Source: an optimization exercise on an open RTL-to-GDS flow (aim: small area and a short achievable clock period). Production flows keep margins and buffers that such runs may drop. In this exercise RTL edits were held to simulation tests only and were not proved equivalent to the original.

==> flow/design.v, too long to show whole: its modules and the start of the top module <==
// module STACK_BASED_ALU: 1933 lines
module STACK_BASED_ALU #(parameter n = 32) (input signed [n-1:0] input_data,input clk,input rst,input [2:0] opcode,output reg signed [n-1:0] output_data,output reg overflow,output reg [4:0] sp);
  // ...
==> flow/flow/run.sh <==
#!/bin/bash
# Layout flow: the standard synthesis and layout (standard.sh), with
# - the ORFS timing repair asked to keep a larger setup margin, so that it
#   works on the design's critical paths, and
# - the port buffers made with sky130_fd_sc_hd__buf_4 cells (every input
#   and output port is still buffered).
# The clock period and constraints are the design's, unchanged.
set -euo pipefail
cd "$(dirname "$0")/.."
bash standard.sh synth > synth.log 2>&1
bash standard.sh SETUP_SLACK_MARGIN=9 "BUFFER_PORTS_ARGS=-buffer_cell sky130_fd_sc_hd__buf_4" finish > layout.log 2>&1
==> flow/standard.sh <==
#!/bin/bash
# synth_recipe.tcl (not shown) runs the flow's synth.tcl, then flattens the netlist and writes it again
# the make line also repeats each setting of config.mk as NAME=value (left out here)
make -C /OpenROAD-flow-scripts/flow DESIGN_CONFIG=/design/flow/config.mk WORK_HOME=/design/flow/orfs CLKGATE_MAP_FILE= SYNTH_SCRIPT=/design/flow/synth_recipe.tcl "${@:-finish}"
==> flow/config.mk <==
export PLATFORM = sky130hd
export DESIGN_NAME = STACK_BASED_ALU
export DESIGN_NICKNAME = STACK_BASED_ALU
export VERILOG_FILES = /design/flow/design.v
export SDC_FILE = /design/flow/constraint.sdc
export NUM_CORES = 4
export LEC_CHECK = 0
export CAP_MARGIN = 20
export CORE_MARGIN = 2
export CORE_UTILIZATION = 40
export SLEW_MARGIN = 20
==> flow/constraint.sdc <==
create_clock -name core_clock -period 14.0 [get_ports {clk}]
set_input_delay 2.8000 -clock core_clock [delete_from_list [all_inputs] [get_ports {clk}]]
set_output_delay 2.8000 -clock core_clock [all_outputs]
set_load 0.01 [all_outputs]
==> impl_metrics.toml, run 1 <==
[place]
numPortBuffers = 74
hpwlAfterDp_um = 144500

[die]
die_area_um2 = 156500
die_w_um = 395.6

[route]
post-route-drc-count = 0

[job]
cap_violations = 0

[critical_path]
critPathCapture = "overflow"
cpPeakStageDelay_ns = 0.57
timing_worst_setup_path_type = "reg -> reg"
r2r-end = "overflow"
crit_path_end_kind = "flip-flop"
start_kind = "flip-flop"
worstPathArrival_ns = 6.14

[global_routing]
grt_use_met3_pct = 9.429
grt.overflow.total = 0
busiest_layer = "met2"

[outcome]
outcome = "no timing/DRC/antenna violations"

[final_layout]
multi_input_area_share_pct = 51.52
largest_class = "multi-input combinational cells"
final_layout_size_suffix_gt1_share_pct = 16.35

[sta]
setup_violations = 0

[synth]
synthCells = 6505

[clock_tree]
post-cts-setup-buffer-count = 69
==> inputs of run 2 (changes only) <==
--- a/flow/config.mk
+++ b/flow/config.mk
@@ -7,5 +7,5 @@
 export LEC_CHECK = 0
 export CAP_MARGIN = 20
 export CORE_MARGIN = 2
-export CORE_UTILIZATION = 40
+export CORE_UTILIZATION = 50
 export SLEW_MARGIN = 20
==> impl_metrics.toml, run 2 <==
[clock_tree]
numCtsBuffers = 112
cts_buffer_depth = 3
cts.sinks = 1106
cts.htree.levels = 3
cts_root_buffer = "clkbuf_16"
worstSkewPairLatency_ns = 0.72
cts_tree = "yes"
clkTransAtPathRegs_ns = 0.08

[critical_path]
start_kind = "flip-flop"
worstPathArrival_ns = 6.08
r2r_slack_ns = 8.50
crit_path_end_kind = "flip-flop"
timing_worst_setup_path_type = "reg -> reg"
r2r-end = "overflow"
required_ns = 14.58
cp-startpoint = "b_s1[5]"
r2r-start = "b_s1[5]"
r2r_cells = 19
cp_max_fo = 34

[die]
rows = 128
core_region_area_um2 = 121700
die_h_um = 354.2
die_w_um = 354.2
initial_core_util_pct = 50.38
die_area_um2 = 125500
ios = 75

[min_path]
whs_path_depth = 1
hold_end = "st[29][29]"
min_path_type = "reg -> reg"

[route]
drt_pre_antenna_iters = 10
wire_per_inst_um = 28.99
vias = 56220
post-route-drc-count = 0
drt-total-wl_um = 235700
ant_nets = 0
drt_iter0_markers = 8761
via_per_inst = 6.914

[final_layout]
postLayoutCoreUtil_pct = 59.46
largest_reg_flops = 958
nNetsFinal = 6904
layout_common_cells = "a221oi_1, dfxtp_1, nor2_1"
reg_top3 = "st x958, t3 x33, output_data x32"
top_register = "st"
layout.cells.non_filler = 8131
nFillCells = 10280
final_common_cell = "a221oi_1"
area_delta_synth_final_pct = 18.01
final_layout_size_suffix_gt1_share_pct = 17.09

[synth]
yosys-top-cells-count = "a221oi_1, dfxtp_1, nor2_1, clkbuf_1, inv_1"
synthCells = 6505
ys.flop_type = "dfxtp_1"
synth_top_cell_by_area = "dfxtp_1"
yosysUniqueCellTypes = 67
synth-edff-count = 32
avgSynthCellArea_um2 = 9.427
ys_ff_latch = 1106
syn-cell-area_um2 = 61330
yosysTopAreaCellShare_pct = 33.82
ys_seq_area_share_pct = 36.94
ys_top_cells_by_area = "dfxtp_1, a221oi_1, fa_1"
yosys_warnings = 2
ys_async_sr_fraction_pct = 3.436
synth_most_common_cell = "a221oi_1"

[job]
cap_violations = 0

[sta]
finClkSkew_ns = 0.05304
rsz0062_at_grt = "true"
slew_headroom_pct = 26.19
finalHoldViolCount = 0
period_needed_ns = 5.500
post-route-period-util_pct = 39.28
worstMarginPinSlew_ns = 1.105
setup_violations = 0
fmax_ghz = 0.1818
final.setup.worst_slack_ns = 8.500
maxSlewViolCount = 0
fin_tns_setup_ns = 0

[place]
numPortBuffers = 74
gp_congestion = 0.9369
dpl_worst_slack_ns = 6.691
place_inst = 7708
hpwlAfterDp_um = 139900

[outcome]
outcome = "no timing/DRC/antenna violations"

[global_routing]
antenna_found_initial = 9
grt_pass1_wl_um = 347500
grt_pass1_vias = 52920
grtUsageTotal_pct = 35.95
grt_max_degree = 41
grt.overflow.total = 0
-- run 2: cell families (layout without fill, tap and decap cells) --
| kind of cell | Yosys count | count (layout) | share of synthesized area, % |
|---|---|---|---|
| and+or+nand+nor | 1338 | 1347 | 8.826 |
| xor gates and xnor gates | 473 | 473 | 6.755 |
| AOI/OAI and AO/OA | 2020 | 2022 | 26.91 |
| buffers and inverters | 1057 | 1039 | 6.508 |
| DFF | 1106 | 1106 | 36.94 |
| other | 1 | 9 | 0.006115 |
| adders and majority gates | 467 | 467 | 13.36 |
| muxes | 43 | 43 | 0.7019 |
-- run 2: metrics by stage --
step	hold slack [ns]	instance area (µm²)
after floorplan	0.4163	62320
after global placement	0.4191	63650
after detailed placement	0.4289	63670
after CTS	0.4375	71070
after global routing	0.4521	72350
final	0.4345	72370
-- run 2: timing repair --
item,4_1_cts,5_1_grt
pin swaps,138,129
cloned,31,13
hold buffers,0,0
buffers inserted,117,40
resized for setup,369,170
endpoints found under the setup margin,786,353
-- run 2: how the worst max path moves through the flow --
stage | to | slack [ns] | cells past startpoint
4_1_cts | overflow | 8.58 | 21
3_3_place_gp | t3[30] | 6.70 | 15
2_1_floorplan | t3[27] | 7.99 | 16
3_5_place_dp | t3[30] | 6.69 | 15
6_report | overflow | 8.50 | 19
5_1_grt | overflow | 8.37 | 19
-- run 2: layout make-up --
type / count / area [µm²] / share of cell area [%]
Inverter: 372 / 1401 / 1.936
Clock buffer: 168 / 3378 / 4.668
Multi-Input combinational cell: 4354 / 37180 / 51.38
Antenna cell: 7 / 17.52 / 0.02421
Timing Repair Buffer: 454 / 5087 / 7.030
Sequential cell: 1106 / 22790 / 31.50
Tap cell: 1625 / 2033 / 2.810
Clock inverter: 45 / 476.7 / 0.6587
-- run 2: worst max-delay path: stages, from the launching register on --
cell and delay (ns):
dfxtp_1 0.32, buf_4 0.53, a221oi_2 0.12, xor2_1 0.19
fa_1 0.53, inv_1 0.06, fa_1 0.50, fa_2 0.40
inv_2 0.07, fa_1 0.44, fa_1 0.53, inv_2 0.05
ha_4 0.28, xor2_4 0.22, nand4_1 0.11, or4_4 0.44
nor4_4 0.23, a21oi_2 0.10, a21oi_1 0.13, o21ai_1 0.07
-- run 2: metal layers --
metal  vias up  global-route usage, %  routed length (µm)
met5         -                 0.1132                  61
met4         8                  15.13               12080
met3       962                  13.82               33520
met2      3820                  47.99               90850
met1     27420                  51.23               99180
li1      24010                      -                   -
==> inputs of run 3 (changes only) <==
--- a/flow/config.mk
+++ b/flow/config.mk
@@ -7,5 +7,5 @@
 export LEC_CHECK = 0
 export CAP_MARGIN = 20
 export CORE_MARGIN = 2
-export CORE_UTILIZATION = 50
+export CORE_UTILIZATION = 30
 export SLEW_MARGIN = 20
==> impl_metrics.toml, run 3 <==
[outcome]
outcome = "no timing/DRC/antenna violations"

[route]
drt-total-wl_um = 249900
vias = 56570
via_per_inst = 6.196
drt_iter0_markers = 7610
post-route-drc-count = 0
wire_per_inst_um = 27.38
drt_pre_antenna_iters = 9
ant_nets = 0

[die]
rows = 165
ios = 75
die_w_um = 456.1
die_h_um = 456.1
die_area_um2 = 208100
core_region_area_um2 = 202700
initial_core_util_pct = 30.25

[critical_path]
cpPeakStageDelay_ns = 0.53
timing_worst_setup_path_type = "reg -> reg"
cp-startpoint = "b_s2[2]"
worstPathArrival_ns = 6.07
start_kind = "flip-flop"
r2r_slack_ns = 8.52
cp.depth = 21
crit_path_end_kind = "flip-flop"
cp_slowest_cell = "fa_1"
r2r_cells = 21
crit_family = "adder cells"
path_cells = "buf_4, clkbuf_16, a22o_1, a221oi_1, xnor2_1, fa_1, inv_1, fa_2, inv_2, fa_1, inv_2, fa_1, inv_2, ha_4, a21o_1, a21o_1, a221o_1, a31oi_1, a21boi_4, xor2_2, o221ai_1"
cp_num_buf_inv = 6
cp_max_fo = 16
r2r-start = "b_s2[2]"
r2r-end = "output_data[30]"
critPathCapture = "output_data[30]"
required_ns = 14.59

[clock_tree]
cts.sinks = 1106
ctsHoldBuffers = 0
worstSkewPairLatency_ns = 0.79
numCtsBuffers = 109
cts_buffer_depth = 3
cts.htree.levels = 3
cts_tree = "yes"
clkTransAtPathRegs_ns = 0.07
cts_root_buffer = "clkbuf_16"

[synth]
synthCells = 6505
ys.flop_type = "dfxtp_1"
syn-cell-area_um2 = 61330
synth_top_cell_by_area = "dfxtp_1"
yosysUniqueCellTypes = 67
ys_async_sr_fraction_pct = 3.436
yosysTopAreaCellShare_pct = 33.82
synth-edff-count = 32
ys_seq_area_share_pct = 36.94
yosys-top-cells-count = "a221oi_1, dfxtp_1, nor2_1, clkbuf_1, inv_1"
synth_most_common_cell = "a221oi_1"
yosys_warnings = 2
ys_ff_latch = 1106
avgSynthCellArea_um2 = 9.427
ys_top_cells_by_area = "dfxtp_1, a221oi_1, fa_1"

[final_layout]
reg_top3 = "st x958, t3 x33, output_data x32"
nNetsFinal = 6867
final_common_cell = "a221oi_1"
top_register = "st"
layout_common_cells = "a221oi_1, dfxtp_1, nor2_1"
final_layout_size_suffix_gt1_share_pct = 16.86
nFillCells = 19870
register_area_um2 = 22810
largest_reg_flops = 958
area_delta_synth_final_pct = 19.86
multi_input_area_um2 = 37320

[global_routing]
grt_util_met2_pct = 34.38
grtUsageTotal_pct = 22.84
grt_pass1_vias = 55070
grt_use_met3_pct = 6.818
grt_pass1_wl_um = 366500
grt_max_degree = 43
grt.overflow.total = 0
antenna_found_initial = 5
use_met1_pct = 29.21
busiest_layer = "met2"

[place]
gp_congestion = 0.9205
numPortBuffers = 74
hpwlAfterDp_um = 150100
dpl_worst_slack_ns = 6.506

[sta]
final.setup.worst_slack_ns = 8.523
post-route-period-util_pct = 39.12
fin_tns_setup_ns = 0
rsz0062_at_grt = "true"
slew_headroom_pct = 15.85
finalHoldViolCount = 0
finClkSkew_ns = 0.07743
period_needed_ns = 5.477
maxSlewViolCount = 0
fmax_ghz = 0.1826
setup_violations = 0
worstMarginPinSlew_ns = 1.262

[min_path]
min_path_type = "reg -> reg"

[job]
cap_violations = 0
==> run 3: changes by cell type in the layout (fill, tap and decap cells not counted), sizes merged, moves of 2 or more <==
cell	delta
clkinvlp	-2
clkinv	-12
or2	-3
buf	-32
bufbuf	+4
diode	-5
inv	+3
bufinv	-2
==> run 3: cell type report <==
cell class	instances	area share, %
Clock buffer	171	4.480
Timing Repair Buffer	423	6.727
Multi-Input combinational cell	4351	50.77
Clock inverter	32	0.5294
Sequential cell	1106	31.03
Inverter	372	1.905
Antenna cell	2	0.006809
Tap cell	2672	4.548
==> run 3: metrics by stage <==
stage / utilization [%] / instance area (µm²) / hold slack (ns) / std cells
3_3_place_gp: 31.97 / 64810 / 0.4273 / 8742
3_5_place_dp: 32.00 / 64880 / 0.4311 / 8743
6_report: 36.26 / 73500 / 0.4334 / 9129
2_1_floorplan: - / 62320 / 0.4163 / 6506
5_1_grt: 36.26 / 73500 / 0.4540 / 9129
4_1_cts: 35.58 / 72130 / 0.4313 / 9077
==> run 3: kinds of logic after synthesis <==
group	after synthesis	share of synthesized area [%]
other	1	0.006115
AND/OR/NAND/NOR	1338	8.826
XOR/XNOR	473	6.755
flip-flops	1106	36.94
adder cells (fa/ha/maj)	467	13.36
buffers and inverters	1057	6.508
AO/OA/AOI/OAI	2020	26.91
multiplexers	43	0.7019
==> run 3: routing by layer <==
layer,part of all wire (%),vias up,wire [µm]
li1,-,23940,-
met1,39,28090,98420
met2,43,3532,107000
met3,11,995,27340
met4,6.8,6,17040
met5,0.042,-,106
==> run 3: how the worst min path moves through the flow <==
stage / endpoint / slack (ns) / depth (start not counted)
6_report: st[29][13] / 0.43 / 1
5_1_grt: st[29][16] / 0.45 / 1
4_1_cts: st[29][13] / 0.43 / 1
3_5_place_dp: st[29][13] / 0.43 / 1
3_3_place_gp: st[29][4] / 0.43 / 1
2_1_floorplan: st[29][0] / 0.42 / 1
==> run 3: worst register-to-register path, stage by stage (launching register included) <==
cell and delay [ns]:
dfxtp_4 0.36, buf_4 0.16, clkbuf_16 0.21, a22o_1 0.24, a221oi_1 0.41, xnor2_1 0.16, fa_1 0.53, inv_1 0.06
fa_2 0.39, inv_2 0.06, fa_1 0.41, inv_2 0.08, fa_1 0.45, inv_2 0.09, ha_4 0.21, a21o_1 0.16
a21o_1 0.17, a221o_1 0.34, a31oi_1 0.17, a21boi_4 0.30, xor2_2 0.22, o221ai_1 0.13
==> run 3: repair_timing <==
| item | in CTS | in global routing |
|---|---|---|
| pin swaps | 138 | 107 |
| endpoints found under the setup margin | 233 | 151 |
| resized for setup | 397 | 170 |
| setup buffers | 96 | 43 |
| gates cloned | 35 | 4 |
==> inputs of run 4 (changes only) <==
==> flow/flow/run.sh (replaced) <==
#!/bin/bash
# Layout flow: the standard synthesis and layout (standard.sh), with
# - the port buffers made with sky130_fd_sc_hd__buf_4 cells (every input
#   and output port is still buffered), and
# - the ORFS timing repair asked, up to and including clock tree synthesis,
#   to keep a larger setup margin so that it works on the design's critical
#   paths; routing and the rest run with the default margin.
# The clock period and constraints are the design's, unchanged.
set -euo pipefail
cd "$(dirname "$0")/.."
PORTS="BUFFER_PORTS_ARGS=-buffer_cell sky130_fd_sc_hd__buf_4"
bash standard.sh synth > synth.log 2>&1
bash standard.sh SETUP_SLACK_MARGIN=9 "$PORTS" cts > layout_to_cts.log 2>&1
bash standard.sh "$PORTS" finish > layout_finish.log 2>&1
--- a/flow/config.mk
+++ b/flow/config.mk
@@ -7,5 +7,5 @@
 export LEC_CHECK = 0
 export CAP_MARGIN = 20
 export CORE_MARGIN = 2
-export CORE_UTILIZATION = 30
+export CORE_UTILIZATION = 40
 export SLEW_MARGIN = 20
==> impl_metrics.toml, run 4 <==
[synth]
ys.flop_type = "dfxtp_1"
ys_top_cells_by_area = "dfxtp_1, a221oi_1, fa_1"
synthCells = 6505
ys_ff_latch = 1106
ys_async_sr_fraction_pct = 3.436
synth_top_cell_by_area = "dfxtp_1"
ys_seq_area_share_pct = 36.94
synth-edff-count = 32
synth_most_common_cell = "a221oi_1"
yosysTopAreaCellShare_pct = 33.82
yosys-top-cells-count = "a221oi_1, dfxtp_1, nor2_1, clkbuf_1, inv_1"
yosysUniqueCellTypes = 67
syn-cell-area_um2 = 61330
yosys_warnings = 2
avgSynthCellArea_um2 = 9.427

[die]
rows = 143
core_region_area_um2 = 152100
initial_core_util_pct = 40.32
die_w_um = 395.6
ios = 75
die_area_um2 = 156500
die_h_um = 395.6

[final_layout]
multi_input_area_um2 = 36340
top_register = "st"
reg_top3 = "st x958, t3 x33, output_data x32"
nFillCells = 14210
layout_common_cells = "a221oi_1, dfxtp_1, nor2_1"
layout.cells.non_filler = 8381
area_delta_synth_final_pct = 14.47
register_area_um2 = 22760
n_antenna_cell = 0
nNetsFinal = 6773
final_layout_size_suffix_gt1_share_pct = 13.19
final_common_cell = "a221oi_1"
largest_reg_flops = 958

[clock_tree]
worstSkewPairLatency_ns = 0.71
cts_buffer_depth = 3
clkTransAtPathRegs_ns = 0.07
cts.htree.levels = 3
cts_root_buffer = "clkbuf_16"
cts_tree = "yes"
numCtsBuffers = 104
cts.sinks = 1106
ctsHoldBuffers = 0

[place]
place_inst = 8100
hpwlAfterDp_um = 144500
numPortBuffers = 74
gp_congestion = 0.9340

[sta]
worstMarginPinSlew_ns = 1.184
slew_headroom_pct = 21.04
finalHoldViolCount = 0
maxSlewViolCount = 0
rsz0062_at_grt = "false"
finClkSkew_ns = 0.03246
fin_tns_setup_ns = 0
fmax_ghz = 0.1725
period_needed_ns = 5.796
post-route-period-util_pct = 41.40
setup_violations = 0

[critical_path]
required_ns = 14.57
cpPeakStageDelay_ns = 0.84
path_cells = "buf_4, xor2_1, fa_1, fa_1, inv_1, fa_1, fa_1, ha_1, xnor2_1, nor4_1, nand4_1, nor4_4, a21oi_1, a21oi_1, o21ai_1"
timing_worst_setup_path_type = "reg -> reg"
cp_max_fo = 26
cp_slowest_cell = "dfxtp_2"
r2r-start = "st[1][26]"
cp_num_buf_inv = 2
worstPathArrival_ns = 6.37
cp-startpoint = "st[1][26]"
crit_top_cell = "fa_1"
start_kind = "flip-flop"
crit_family = "adder cells"
crit_path_end_kind = "flip-flop"

[min_path]
min_path_type = "reg -> reg"

[route]
drt_iter0_markers = 6991
drt-total-wl_um = 229400
via_per_inst = 6.544
ant_nets = 0
drt_pre_antenna_iters = 6
post-route-drc-count = 0
vias = 54850
wire_per_inst_um = 27.37

[global_routing]
grt_pass1_vias = 53250
grt.overflow.total = 0
grtUsageTotal_pct = 28.49
grt_pass1_wl_um = 346100
antenna_found_initial = 7
grt_max_degree = 47

[outcome]
outcome = "no timing/DRC/antenna violations"

[job]
cap_violations = 0
## run 4: cell counts after synthesis
No cell type changed its count.
## run 4: per-layer routing
layer  routed length [µm]  global-route usage, %  vias to the layer above
li1                     -                      -                    23700
met1                95710                  39.04                    27210
met2                96240                  41.10                     3171
met3                27110                  9.429                      760
met4                10270                  11.31                       10
met5                   70                      0                        -
## run 4: path summary, 6_finish.rpt
check                      slack [ns]  cells after the start               to
hold / removal                   0.43                      1        st[29][5]
setup reg to reg                 8.20                     15         overflow
min in group asynchronous        2.35                      2  output_data[27]
setup / recovery                 8.20                     15         overflow
hold reg to reg                  0.43                      1        st[29][5]
max in group asynchronous       11.01                      2         overflow
## run 4: logic make-up after synthesis
kind of cell             Yosys count  synth area share [%]
AND/OR/NAND/NOR                 1338                 8.826
flip-flops                      1106                 36.94
other                              1              0.006115
XOR/XNOR                         473                 6.755
buffers and inverters           1057                 6.508
multiplexers                      43                0.7019
AO/OA/AOI/OAI                   2020                 26.91
adder cells (fa/ha/maj)          467                 13.36
## run 4: metrics by stage
step / worst slack [ns] / cell area, µm² / hold WS [ns] / utilization [%]
finish: 8.204 / 70200 / 0.4286 / 46.16
global route: 8.039 / 70200 / 0.4488 / 46.16
CTS: 8.403 / 70200 / 0.4360 / 46.16
detailed placement: 6.669 / 64090 / 0.4314 / 42.14
global placement: 6.726 / 64060 / 0.4204 / 42.12
floorplan: 7.995 / 62320 / 0.4163 / -
## run 4: area by class of cell
cell class / instances / area share (%)
multi-input cells: 4346 / 51.77
flip-flops and latches: 1106 / 32.43
repair buffers: 339 / 5.237
clock buffers: 158 / 4.358
well taps: 2030 / 3.618
inverters: 372 / 1.993
clock inverters: 30 / 0.5971
## run 4: worst register-to-register path: stages, from the launching register on
cell and delay, ns:
dfxtp_2 0.84, buf_4 0.61, xor2_1 0.29, fa_1 0.45, fa_1 0.54, inv_1 0.07
fa_1 0.44, fa_1 0.71, ha_1 0.30, xnor2_1 0.16, nor4_1 0.32, nand4_1 0.20
nor4_4 0.38, a21oi_1 0.14, a21oi_1 0.13, o21ai_1 0.08
## run 4: repair_timing
item / CTS / global route
setup endpoints to repair: 934 / 0
resized for setup: 324 / 0
setup buffers: 69 / 0
==> inputs of run 5 (changes only) <==
--- a/flow/flow/run.sh
+++ b/flow/flow/run.sh
@@ -10,5 +10,5 @@
 cd "$(dirname "$0")/.."
 PORTS="BUFFER_PORTS_ARGS=-buffer_cell sky130_fd_sc_hd__buf_4"
 bash standard.sh synth > synth.log 2>&1
-bash standard.sh SETUP_SLACK_MARGIN=9 "$PORTS" cts > layout_to_cts.log 2>&1
+bash standard.sh SETUP_SLACK_MARGIN=9.5 "$PORTS" cts > layout_to_cts.log 2>&1
 bash standard.sh "$PORTS" finish > layout_finish.log 2>&1
==> impl_metrics.toml, run 5 <==
[outcome]
outcome = "no timing/DRC/antenna violations"

[route]
via_per_inst = 6.605
wire_per_inst_um = 28.77
drt_iter0_markers = 6934
drt_pre_antenna_iters = 7
post-route-drc-count = 0
vias = 55860
drt-total-wl_um = 243300
ant_nets = 0

[global_routing]
grt_max_degree = 46
grt_pass1_wl_um = 360600
grtUsageTotal_pct = 30.06
grt_pass1_vias = 54290
antenna_found_initial = 10
grt.overflow.total = 0

[critical_path]
crit_path_end_kind = "flip-flop"
start_kind = "flip-flop"
cp_max_fo = 37
critPathCapture = "overflow"
cp_slowest_cell = "fa_1"
cp-startpoint = "st[0][23]"
r2r-start = "st[0][23]"
path_cells = "buf_12, a22o_1, a221oi_2, xnor2_1, ha_1, fa_1, fa_2, fa_1, inv_1, fa_1, inv_2, ha_4, and3_4, and2_4, a221o_1, a31oi_1, a21boi_4, a21oi_4, xor2_4, o21ai_1"
required_ns = 14.57
cpPeakStageDelay_ns = 0.54
crit_top_cell = "fa_1"
timing_worst_setup_path_type = "reg -> reg"
r2r-end = "overflow"
r2r_cells = 20
worstPathArrival_ns = 6.08
r2r_slack_ns = 8.49

[synth]
ys_top_cells_by_area = "dfxtp_1, a221oi_1, fa_1"
ys_seq_area_share_pct = 36.94
yosysUniqueCellTypes = 67
synthCells = 6505
syn-cell-area_um2 = 61330
ys_ff_latch = 1106
synth_top_cell_by_area = "dfxtp_1"
ys_async_sr_fraction_pct = 3.436
yosysTopAreaCellShare_pct = 33.82
yosys-top-cells-count = "a221oi_1, dfxtp_1, nor2_1, clkbuf_1, inv_1"
synth_most_common_cell = "a221oi_1"
ys.flop_type = "dfxtp_1"
synth-edff-count = 32
yosys_warnings = 2
avgSynthCellArea_um2 = 9.427

[die]
core_region_area_um2 = 152100
die_w_um = 395.6
ios = 75
rows = 143
die_h_um = 395.6
initial_core_util_pct = 40.32
die_area_um2 = 156500

[sta]
period_needed_ns = 5.512
post-route-period-util_pct = 39.37
finalHoldViolCount = 0
rsz0062_at_grt = "false"
worstMarginPinSlew_ns = 1.270
maxSlewViolCount = 0
setup_violations = 0
slew_headroom_pct = 14.70
fmax_ghz = 0.1814
finClkSkew_ns = 0.02008
fin_tns_setup_ns = 0

[place]
hpwlAfterDp_um = 145600
numPortBuffers = 74
gp_congestion = 0.9107

[final_layout]
nNetsFinal = 6841
final_common_cell = "a221oi_1"
top_register = "st"
postLayoutCoreUtil_pct = 47.55
layout_common_cells = "a221oi_1, dfxtp_1, nor2_1"
multi_input_area_um2 = 37350
nFillCells = 13960
area_delta_synth_final_pct = 17.91
reg_top3 = "st x958, t3 x33, output_data x32"
register_area_um2 = 22800
final_layout_size_suffix_gt1_share_pct = 16.36
largest_reg_flops = 958

[clock_tree]
clkTransAtPathRegs_ns = 0.07
cts_tree = "yes"
numCtsBuffers = 105
cts.htree.levels = 3
cts_buffer_depth = 3
cts.sinks = 1106
worstSkewPairLatency_ns = 0.72
cts_root_buffer = "clkbuf_16"

[job]
cap_violations = 0

[min_path]
min_path_type = "reg -> reg"
-- run 5: layout make-up --
class                           instances  area share [%]
Clock buffer                          151           4.264
Tap cell                             2030           3.513
Inverter                              372           1.938
Timing Repair Buffer                  391           6.427
Sequential cell                      1106           31.53
Multi-Input combinational cell       4361           51.66
Clock inverter                         44          0.6610
Antenna cell                            3         0.01038
-- run 5: metrics by stage --
step | area, µm² | std cells | setup WS, ns | hold slack (ns)
finish | 72310 | 8458 | 8.488 | 0.4263
global route | 72300 | 8455 | 8.238 | 0.4364
CTS | 72220 | 8452 | 8.584 | 0.4317
detailed placement | 64670 | 8097 | 7.048 | 0.4281
global placement | 64650 | 8097 | 7.062 | 0.4229
floorplan | 63260 | 6506 | 7.995 | 0.4163
-- run 5: worst max-delay path: cells and delay by family, from the launching register on --
family / cells / cell delay (ns)
simple gates: 2 / 0.30
flops: 1 / 0.33
xor+xnor: 2 / 0.42
buf+inv: 3 / 0.30
compound gates: 7 / 1.49
fa+ha+maj: 6 / 2.48
-- run 5: how the worst min path moves through the flow --
stage               startpoint          to  depth (start not counted)  slack (ns)
floorplan            flip-flop   st[29][0]                          1        0.42
global placement     flip-flop   st[29][9]                          1        0.42
detailed placement   flip-flop  st[29][28]                          1        0.43
finish               flip-flop  st[29][31]                          1        0.43
CTS                  flip-flop  st[29][31]                          1        0.43
global route         flip-flop  st[29][29]                          1        0.44
-- run 5: routing by layer --
metal | routed length [µm] | GRT usage (%)
met1 | 98110 | 40.08
met2 | 101200 | 43.51
met3 | 30800 | 10.50
met4 | 13100 | 13.58
met5 | 77 | 0
-- run 5: cells by family after synthesis --
group,Yosys count,synth area share [%]
xor gates and xnor gates,473,6.755
AOI/OAI and AO/OA,2020,26.91
and+or+nand+nor,1338,8.826
buffers and inverters,1057,6.508
other,1,0.006115
muxes,43,0.7019
adders and majority gates,467,13.36
DFF,1106,36.94
-- run 5: what timing repair did --
item                                    CTS  global route
hold buffers                              0             0
resized for setup                       422             0
setup buffers                           110             0
endpoints found under the setup margin  978             0

-- separate check: timing with driven ports --
The results above use ideal ports. As a check the final layouts listed here were re-extracted and re-timed, cells and wires unchanged.
Step 1, drivers: a clkbuf_16 drives clk and a buf_2 each remaining input, both assumed.
Step 2 also shifts input and output timing later by t, the mid clock arrival at the registers, as if the neighbouring blocks saw the same clock.
a / b / c = ideal ports / drivers / drivers and shift; a / b = the first two.
run	shift t [ns]	setup WS [ns]	pins driven straight from the clock port
run 1	0.770	8.431 / 8.431 / 7.843	1
run 2	0.762	8.500 / 8.500 / 7.786	1
run 3	0.827	8.523 / 8.523 / 7.830	1
run 4	0.770	8.204 / 8.204 / 7.827	1
run 5	0.778	8.488 / 8.488 / 7.799	1
After both steps every run listed still meets setup and hold. The setup slack of run 2, which loses most, moves by 0.000 ns with the drivers and by -0.714 ns with both steps.
